This is an optimization exercise on Yosys and OpenROAD, whose aim is small area, a short achievable clock period and few clock cycles, not a production implementation.
Function was checked by simulation only, so behaviour that the tests miss may differ from the original.

## flow/design.v (module list and top-level ports; edited modules follow where they fit)
// module fir_filter: 1487 lines
// module fir_fa: 4 lines
// module fir_ha: 4 lines
module fir_filter #(
    parameter DATA_WIDTH = 16,
    parameter TAPS = 16
)(
    input wire clk,
    input wire reset,
    input wire start_fir,
    input wire [1:0] filter_mode,
    input wire [TAPS*DATA_WIDTH-1:0] input_buffer,
    output reg signed [DATA_WIDTH-1:0] fir_output,
    output reg fir_done
);
  // ...
==> flow/flow/run.sh <==
#!/bin/bash
# The standard layout (standard.sh) with smaller port buffers (buf_1).
set -uo pipefail
bash standard.sh "BUFFER_PORTS_ARGS=-buffer_cell sky130_fd_sc_hd__buf_1" finish > standard_make.log 2>&1
==> flow/standard.sh <==
#!/bin/bash
# synth_recipe.tcl (not shown) runs the flow's synth.tcl, then flattens the netlist and writes it again
# the make line also repeats each setting of config.mk as NAME=value (left out here)
make -C /OpenROAD-flow-scripts/flow DESIGN_CONFIG=/design/flow/config.mk WORK_HOME=/design/flow/orfs CLKGATE_MAP_FILE= SYNTH_SCRIPT=/design/flow/synth_recipe.tcl "${@:-finish}"
==> flow/config.mk <==
export PLATFORM = sky130hd
export DESIGN_NAME = fir_filter
export DESIGN_NICKNAME = fir_filter
export VERILOG_FILES = /design/flow/design.v
export SDC_FILE = /design/flow/constraint.sdc
export NUM_CORES = 4
export LEC_CHECK = 0
export CAP_MARGIN = 20
export CORE_MARGIN = 2
export CORE_UTILIZATION = 40
export GPL_TIMING_DRIVEN = 1
export PLACE_DENSITY = 0.6
export SETUP_SLACK_MARGIN = 4.3
export SLEW_MARGIN = 20
export SYNTH_HIERARCHICAL = 1
export SYNTH_MINIMUM_KEEP_SIZE = 0
==> flow/constraint.sdc <==
create_clock -name core_clock -period 11.0 [get_ports {clk}]
set_input_delay 2.2000 -clock core_clock [delete_from_list [all_inputs] [get_ports {clk}]]
set_output_delay 2.2000 -clock core_clock [all_outputs]
set_load 0.01 [all_outputs]
==> impl_metrics.csv, run 1 <==
group,metric,value,unit
cells_and_area,bufAreaShareNonClock,7.524,%
setup_path,cp.required,11200,ps
sta,tns,0,ps
floorplan,fp-row-count,76,
floorplan,chipWidth,212.0,µm
setup_path,crit_family,"adder cells",
synth,synthArstFlopShare,1.587,%
global_routing,grt_max_degree,87,
cells_and_area,clock_buffers,9,
place,preCtsSetupSlack,3337,ps
synth,synth_xor_area_share,4.657,%
clock_tree,h-tree-depth,3,
synth,yosysTopAreaCell,"fa_1",
synth,synth-seq-cells,63,
cells_and_area,final_cell_count_no_fill,2762,
sta,fin_crit_sh,62.61,%
clock_tree,holdBufCountCts,0,
synth,seq_area_frac_synth,7.317,%
setup_path,path_buf_inv,3,
cells_and_area,final-clk-cell-share,1.659,%
status,status,"timing/DRC/antenna clean",
routing,drcViolationCount,0,
setup_path,critPathCapture,"r0_15",
floorplan,die_y,212.0,µm
synth,yosys.area_share.simple,14.54,%
routing,routed.top_layer,"met4",
routing,vias,15980,
synth,syn_inst,1879,
synth,synthTopCellsByCount,"fa_1 (280), ha_1 (188), nand2_1 (173)",
job,cap_violations,0,
floorplan,ios,278,
global_routing,grt_use_met3,4.417,%
synth,syn_avg_cell_area,9.209,µm²
place,place_area,0.01894,mm²
routing,drt_iter0_markers,1311,
cells_and_area,largest_register_ff_count,17,
place,place_inst,2693,
Testbench counts, summed over its fixed seeds: cycles 1,032.
==> run 2, diff against run 1 <==
--- a/flow/config.mk
+++ b/flow/config.mk
@@ -11,5 +11,5 @@
 export GPL_TIMING_DRIVEN = 1
 export PLACE_DENSITY = 0.6
-export SETUP_SLACK_MARGIN = 4.3
+export SETUP_SLACK_MARGIN = 3.8
 export SLEW_MARGIN = 20
 export SYNTH_HIERARCHICAL = 1
==> run 2 against run 1 <==
  * Hold slack worse by 2.2 ps
  * Critical path depth is 3 lower
  * Still clean
  * Utilization is 3.9 points lower
  * Sequential cell count stayed put
  * Largest cell class unchanged
==> impl_metrics.csv, run 2 <==
group,metric,value,unit
sta,tightest_slew,1088,ps
global_routing,grt_pass1_vias,15680,
setup_path,cp-end-kind,"flip-flop",
floorplan,start_util,40.35,%
sta,hold_violations,0,
clock_tree,clock-root-buffer,"clkbuf_16",
routing,drt_first_pass_iters,6,
global_routing,grt_max_degree,100,
cells_and_area,antennaDiodeCount,0,
synth,syn_inst,1879,
sta,slew_headroom,27.45,%
cells_and_area,final_cell_count_no_fill,2713,
place,portBuffers,277,
sta,setup_violations,0,
clock_tree,cts_tree,"built",
routing,drt_iter0_markers,1147,
global_routing,antenna_found_initial,0,
synth,synth_flop_cell,"dfxtp_1",
place,dpl.hpwl,49.02,mm
routing,drcViolationCount,0,
synth,synthTopCellsByCount,"fa_1 (280), ha_1 (188), nand2_1 (173)",
cells_and_area,drive_gt1_share,4.417,%
synth,seq_area_frac_synth,7.317,%
cells_and_area,fillers,4212,
synth,yosysMostFrequentCell,"fa_1",
place,place_inst,2694,
synth,ys_top_cells_by_area,"fa_1 (32%), ha_1 (14%), dfxtp_1 (7.2%)",
synth,yosysWarnings,7,
cells_and_area,largest_register_ff_count,17,
synth,synth-seq-cells,63,
setup_path,arrival,7260,ps
floorplan,coreArea,0.04289,mm²
routing,drt-total-wl,57.58,mm
floorplan,die_y,212.0,µm
synth,synth_top_area_share,32.39,%
synth,synth_area,0.01730,mm²
clock_tree,h-tree-depth,3,
sta,finalMaxSlewViolations,0,
clock_tree,cts.clk_slew.worst_paths,50,ps
synth,synth_edf_count,0,
clock_tree,clock-sinks,63,
sta,tns,0,ps
routing,wl_per_cell,21.22,µm
cells_and_area,nets,2852,
clock_tree,clockBufferDepth,2,
global_routing,grt_overflow,0,
cells_and_area,layout_commonest_cell,"fa_1",
cells_and_area,final_cell_mix,"fa_1 (279), buf_1 (276), ha_1 (183), nand2_1 (173), nor2_1 (140)",
global_routing,grt_pass1_wl,88.84,mm
setup_path,cp.required,11200,ps
cells_and_area,syn_to_final_growth,12.29,%
setup_path,cp_max_fo,5,
cells_and_area,largest-register,"r_eg",
sta,whs,1668,ps
routing,avgViaCountPerCell,5.788,
synth,synthArstFlopShare,1.587,%
sta,max_freq,141.6,MHz
sta,fin_crit_sh,64.21,%
setup_path,startpoint_type,"input pin",
floorplan,fp-row-count,76,
sta,fin_crit,7064,ps
floorplan,dieArea,0.04494,mm²
setup_path,crit_type,"in2reg",
job,cap_violations,0,
min_path,worst_hold_path_type,"in2async",
floorplan,ios,278,
status,status,"timing/DRC/antenna clean",
clock_tree,numCtsBuffers,9,
routing,postRouteAntennaNets,0,
synth,syn_avg_cell_area,9.209,µm²
place,gp_congestion,0.9412,
floorplan,chipWidth,212.0,µm
sta,rsz0062_at_grt,"yes",
synth,yosysTopAreaCell,"fa_1",
routing,vias,15700,
synth,synth.distinct_cells,90,
global_routing,track_usage,25.72,%
-- run 2: cell counts after synthesis --
Identical to the previous run, type by type.
-- run 2: repair_timing --
item | 4_1_cts | 5_1_grt
pin swaps | 0 | 8
hold buffers | 0 | 0
endpoints found under the setup margin | 19 | 27
setup buffers | 0 | 3
resized for setup | 7 | 30
-- run 2: cell families (layout without fill, tap and decap cells) --
kind of cell             count (synthesis)  after routing  share of synthesized area, %
XOR/XNOR                                92             92                         4.657
AO/OA/AOI/OAI                          579            579                         23.20
multiplexers                            23             23                         1.345
AND/OR/NAND/NOR                        529            529                         14.54
adder cells (fa/ha/maj)                468            468                         45.99
buffers and inverters                  124            367                         2.928
flip-flops                              63             63                         7.317
other                                    1              7                       0.02167
-- run 2: Yosys stat by module (local to each module, per instance) --
module,times used,flops+latches
fir_fa,272,0
fir_filter,1,63
fir_ha,33,0
-- run 2: worst max-delay path: stages --
cell and delay, ps:
buf_1 80, ha_1 360, a21o_1 180, a21oi_1 330, a2111oi_4 150, o31ai_1 260, nand3_1 170, xnor2_1 640
o221ai_1 260, fa_1 590, fa_1 580, fa_1 450, fa_1 570, fa_1 420
-- run 2: worst max-delay path by stage --
stage / start / to / slack [ps] / depth (start not counted)
after floorplan: input_buffer[48] / r0_15 / 3970 / 15
after global placement: input_buffer[48] / r0_15 / 3240 / 16
after global routing: input_buffer[115] / r0_17 / 3760 / 14
after CTS: input_buffer[80] / r0_15 / 3770 / 16
after detailed placement: input_buffer[48] / r0_15 / 3150 / 16
final: input_buffer[115] / r0_17 / 3940 / 14
-- run 2: stage by stage --
| stage | worst slack, ps | utilization, % | instance area [µm²] |
|---|---|---|---|
| finish | 3936 | 45.31 | 19430 |
| global route | 3755 | 45.31 | 19430 |
| CTS | 3772 | 44.91 | 19260 |
| detailed placement | 3149 | 44.13 | 18930 |
| global placement | 3238 | 44.12 | 18920 |
| floorplan | 3971 | - | 17330 |
-- run 2: area by class of cell --
| cell class | instances | area [µm²] | share of cell area [%] |
|---|---|---|---|
| clock inverters | 6 | 60.06 | 0.3091 |
| inverters | 59 | 221.5 | 1.140 |
| well taps | 585 | 732.0 | 3.767 |
| multi-input cells | 1698 | 15750 | 81.07 |
| repair buffers | 292 | 1154 | 5.937 |
| flip-flops and latches | 63 | 1272 | 6.549 |
| clock buffers | 10 | 239.0 | 1.230 |
-- run 2: per-layer routing --
metal  vias up  part of all wire, %  track usage [%]
li1       7341                    -                -
met1      7656                   45            36.47
met2       662                   46            42.49
met3        45                  6.6            2.866
met4         0                  1.9            5.294
met5         -                    0                0
==> run 3, diff against run 2 <==
--- a/flow/config.mk
+++ b/flow/config.mk
@@ -11,5 +11,5 @@
 export GPL_TIMING_DRIVEN = 1
 export PLACE_DENSITY = 0.6
-export SETUP_SLACK_MARGIN = 3.8
+export SETUP_SLACK_MARGIN = 4.0
 export SLEW_MARGIN = 20
 export SYNTH_HIERARCHICAL = 1
==> run 3 against run 2 <==
  * Still clean
  * Hold slack improved by 5.3 ps
  * Critical endpoint is now fir_output[12]
  * Cell count rose by 0.33%
  * Utilization grew 1.3 points
  * Largest cell class unchanged
  * Critical path type is now reg2out
  * Highest routed layer unchanged
==> impl_metrics.csv, run 3 <==
group,metric,value,unit
routing,avgViaCountPerCell,5.756,
clock_tree,numCtsBuffers,9,
routing,wl_per_cell,21.41,µm
setup_path,crit_type,"reg2out",
floorplan,ios,278,
sta,hold_violations,0,
routing,drt-total-wl,58.29,mm
synth,synth_area,0.01730,mm²
sta,fin_crit,6911,ps
global_routing,grt_pass1_vias,15540,
clock_tree,cts_tree,"built",
floorplan,die_y,212.0,µm
routing,drt_iter0_markers,1074,
setup_path,crit_family,"adder cells",
setup_path,cp-end-kind,"output port",
floorplan,fp-row-count,76,
floorplan,coreArea,0.04289,mm²
sta,setup_violations,0,
routing,vias,15670,
synth,syn_inst,1879,
status,status,"timing/DRC/antenna clean",
setup_path,cp.depth,13,
sta,max_freq,144.7,MHz
setup_path,path_buf_inv,1,
synth,syn_avg_cell_area,9.209,µm²
synth,yosysWarnings,7,
sta,fin_crit_sh,62.83,%
floorplan,dieArea,0.04494,mm²
synth,synth_flop_cell,"dfxtp_1",
synth,synthTopCellsByCount,"fa_1 (280), ha_1 (188), nand2_1 (173)",
cells_and_area,final_cell_count_no_fill,2722,
synth,synthArstFlopShare,1.587,%
synth,synth_top_area_share,32.39,%
sta,rsz0062_at_grt,"yes",
min_path,worst_hold_path_type,"in2async",
sta,fin_ws,4089,ps
clock_tree,cts.clk_slew.worst_paths,60,ps
synth,seq_area_frac_synth,7.317,%
global_routing,grt_overflow,0,
job,cap_violations,0,
routing,drt_first_pass_iters,6,
sta,whs,1674,ps
setup_path,arrival,4710,ps
clock_tree,clock-sinks,63,
synth,synth.distinct_cells,90,
clock_tree,holdBufCountCts,0,
synth,synth-seq-cells,63,
cells_and_area,drive_gt1_share,7.444,%
cells_and_area,final_cell_mix,"buf_1 (276), fa_1 (275), ha_1 (177), nand2_1 (170), nor2_1 (138)",
setup_path,cpMostUsedCell,"fa_1",
cells_and_area,largest_register_ff_count,17,
setup_path,slowest_stage,"fa_1",
place,place_inst,2691,
setup_path,startpoint_type,"flip-flop",
setup_path,cpPeakStageDelay,580,ps
routing,postRouteAntennaNets,0,
global_routing,track_usage,25.55,%
global_routing,grt_pass1_wl,87.77,mm
cells_and_area,syn_to_final_growth,15.47,%
synth,synth_edf_count,0,
sta,tns,0,ps
clock_tree,clock-root-buffer,"clkbuf_16",
global_routing,antenna_found_initial,0,
sta,finalMaxSlewViolations,0,
cells_and_area,layout_commonest_cell,"buf_1",
clock_tree,h-tree-depth,3,
routing,drcViolationCount,0,
setup_path,cp.required,8800,ps
synth,ys_top_cells_by_area,"fa_1 (32%), ha_1 (14%), dfxtp_1 (7.2%)",
synth,yosysMostFrequentCell,"fa_1",
floorplan,chipWidth,212.0,µm
place,dpl.hpwl,49.15,mm
place,portBuffers,277,
synth,yosysTopAreaCell,"fa_1",
clock_tree,clockBufferDepth,2,
setup_path,cp_max_fo,5,
place,preCtsSetupSlack,3297,ps
setup_path,cp_cell_sequence,"fa_1 -> fa_1 -> fa_1 -> fa_1 -> ha_4 -> a211o_1 -> a21oi_2 -> o21ai_2 -> nor4b_4 -> nor3_4 -> or4_1 -> o311ai_1 -> buf_2",
sta,tightest_slew,1075,ps
global_routing,grt_max_degree,91,
place,gp_congestion,0.9177,
cells_and_area,largest-register,"r_eg",
floorplan,start_util,40.35,%
cells_and_area,nets,2860,
sta,slew_headroom,28.36,%
## run 3: cell counts after synthesis
No cell type changed its count.
## run 3: how the worst max path moves through the flow
stage / slack [ps] / from / end
after global routing: 3980 / input_buffer[112] / r0_17
after global placement: 3290 / input_buffer[64] / r0_17
after floorplan: 4030 / input_buffer[48] / r0_15
after detailed placement: 3300 / input_buffer[64] / r0_17
after CTS: 3960 / input_buffer[80] / r0_17
final: 4090 / r0_6 / fir_output[12]
## run 3: Yosys stat by module, one instance, submodules excluded
module | cell area [µm²] | copies in the design
fir_filter | 11450 | 1
fir_fa | 20.02 | 272
fir_ha | 12.51 | 33
## run 3: stage by stage
| step | utilization (%) | instance area (µm²) |
|---|---|---|
| final | 46.59 | 19980 |
| after global routing | 46.58 | 19980 |
| after CTS | 45.40 | 19470 |
| after detailed placement | 44.09 | 18910 |
| after global placement | 44.08 | 18900 |
| after floorplan | - | 17330 |
## run 3: kinds of logic after synthesis
logic type                 count (synthesis)  synth area share [%]
DFF                                       63                 7.317
muxes                                     23                 1.345
and+or+nand+nor                          529                 14.54
adders and majority gates                468                 45.99
other                                      1               0.02167
AOI/OAI and AO/OA                        579                 23.20
xor gates and xnor gates                  92                 4.657
buffers and inverters                    124                 2.928
## run 3: layout make-up
class	count	area, µm²
Inverter	59	222.7
Clock inverter	6	116.4
Timing Repair Buffer	300	1214
Multi-Input combinational cell	1698	16170
Fill cell	4141	22910
Sequential cell	63	1284
Tap cell	585	732.0
Antenna cell	1	2.502
Clock buffer	10	239.0
## run 3: timing repair
item                       4_1_cts  5_1_grt
buffers inserted                 3       11
setup endpoints to repair       28       32
gates resized for setup         37       78
pin swaps                       14       56
gates cloned                     0        0
## run 3: routing by layer
metal,share of wire [%],vias up,global-route usage (%)
li1,-,7355,-
met1,45,7640,34.87
met2,45,616,40.52
met3,7.7,56,5.524
met4,3.0,0,7.916
met5,0,-,0

separate check: timing with driven ports:
How much do the figures lean on ideal ports? The routed layouts below were timed once more, with nothing changed but the port constraints. Step 1: set_driving_cell puts a clkbuf_16 on clk and a buf_2 on each other input, an assumption about the parent block. Step 2 also shifts input and output timing later by t, the mid clock arrival at the registers, as if the neighbouring blocks saw the same clock. Slacks: ideal / step 1 / step 2; pairs: ideal / step 1.
run	t, ns	slack for setup (ns)	worst hold slack (ns)	worst setup path at the end	pins driven straight from the clock port
run 1	0.367	4.113 / 4.134 / 3.766	1.671 / 1.646 / 2.014	input to register	1
run 2	0.367	3.936 / 3.953 / 3.593	1.668 / 1.645 / 2.012	input to register	1
run 3	0.366	4.089 / 4.042 / 3.775	1.674 / 1.647 / 2.014	input to register	1
After both steps setup and hold are still met in every run listed. For run 1, which loses most, drivers alone change the setup slack by +0.021 ns; drivers and shift together by -0.347 ns.
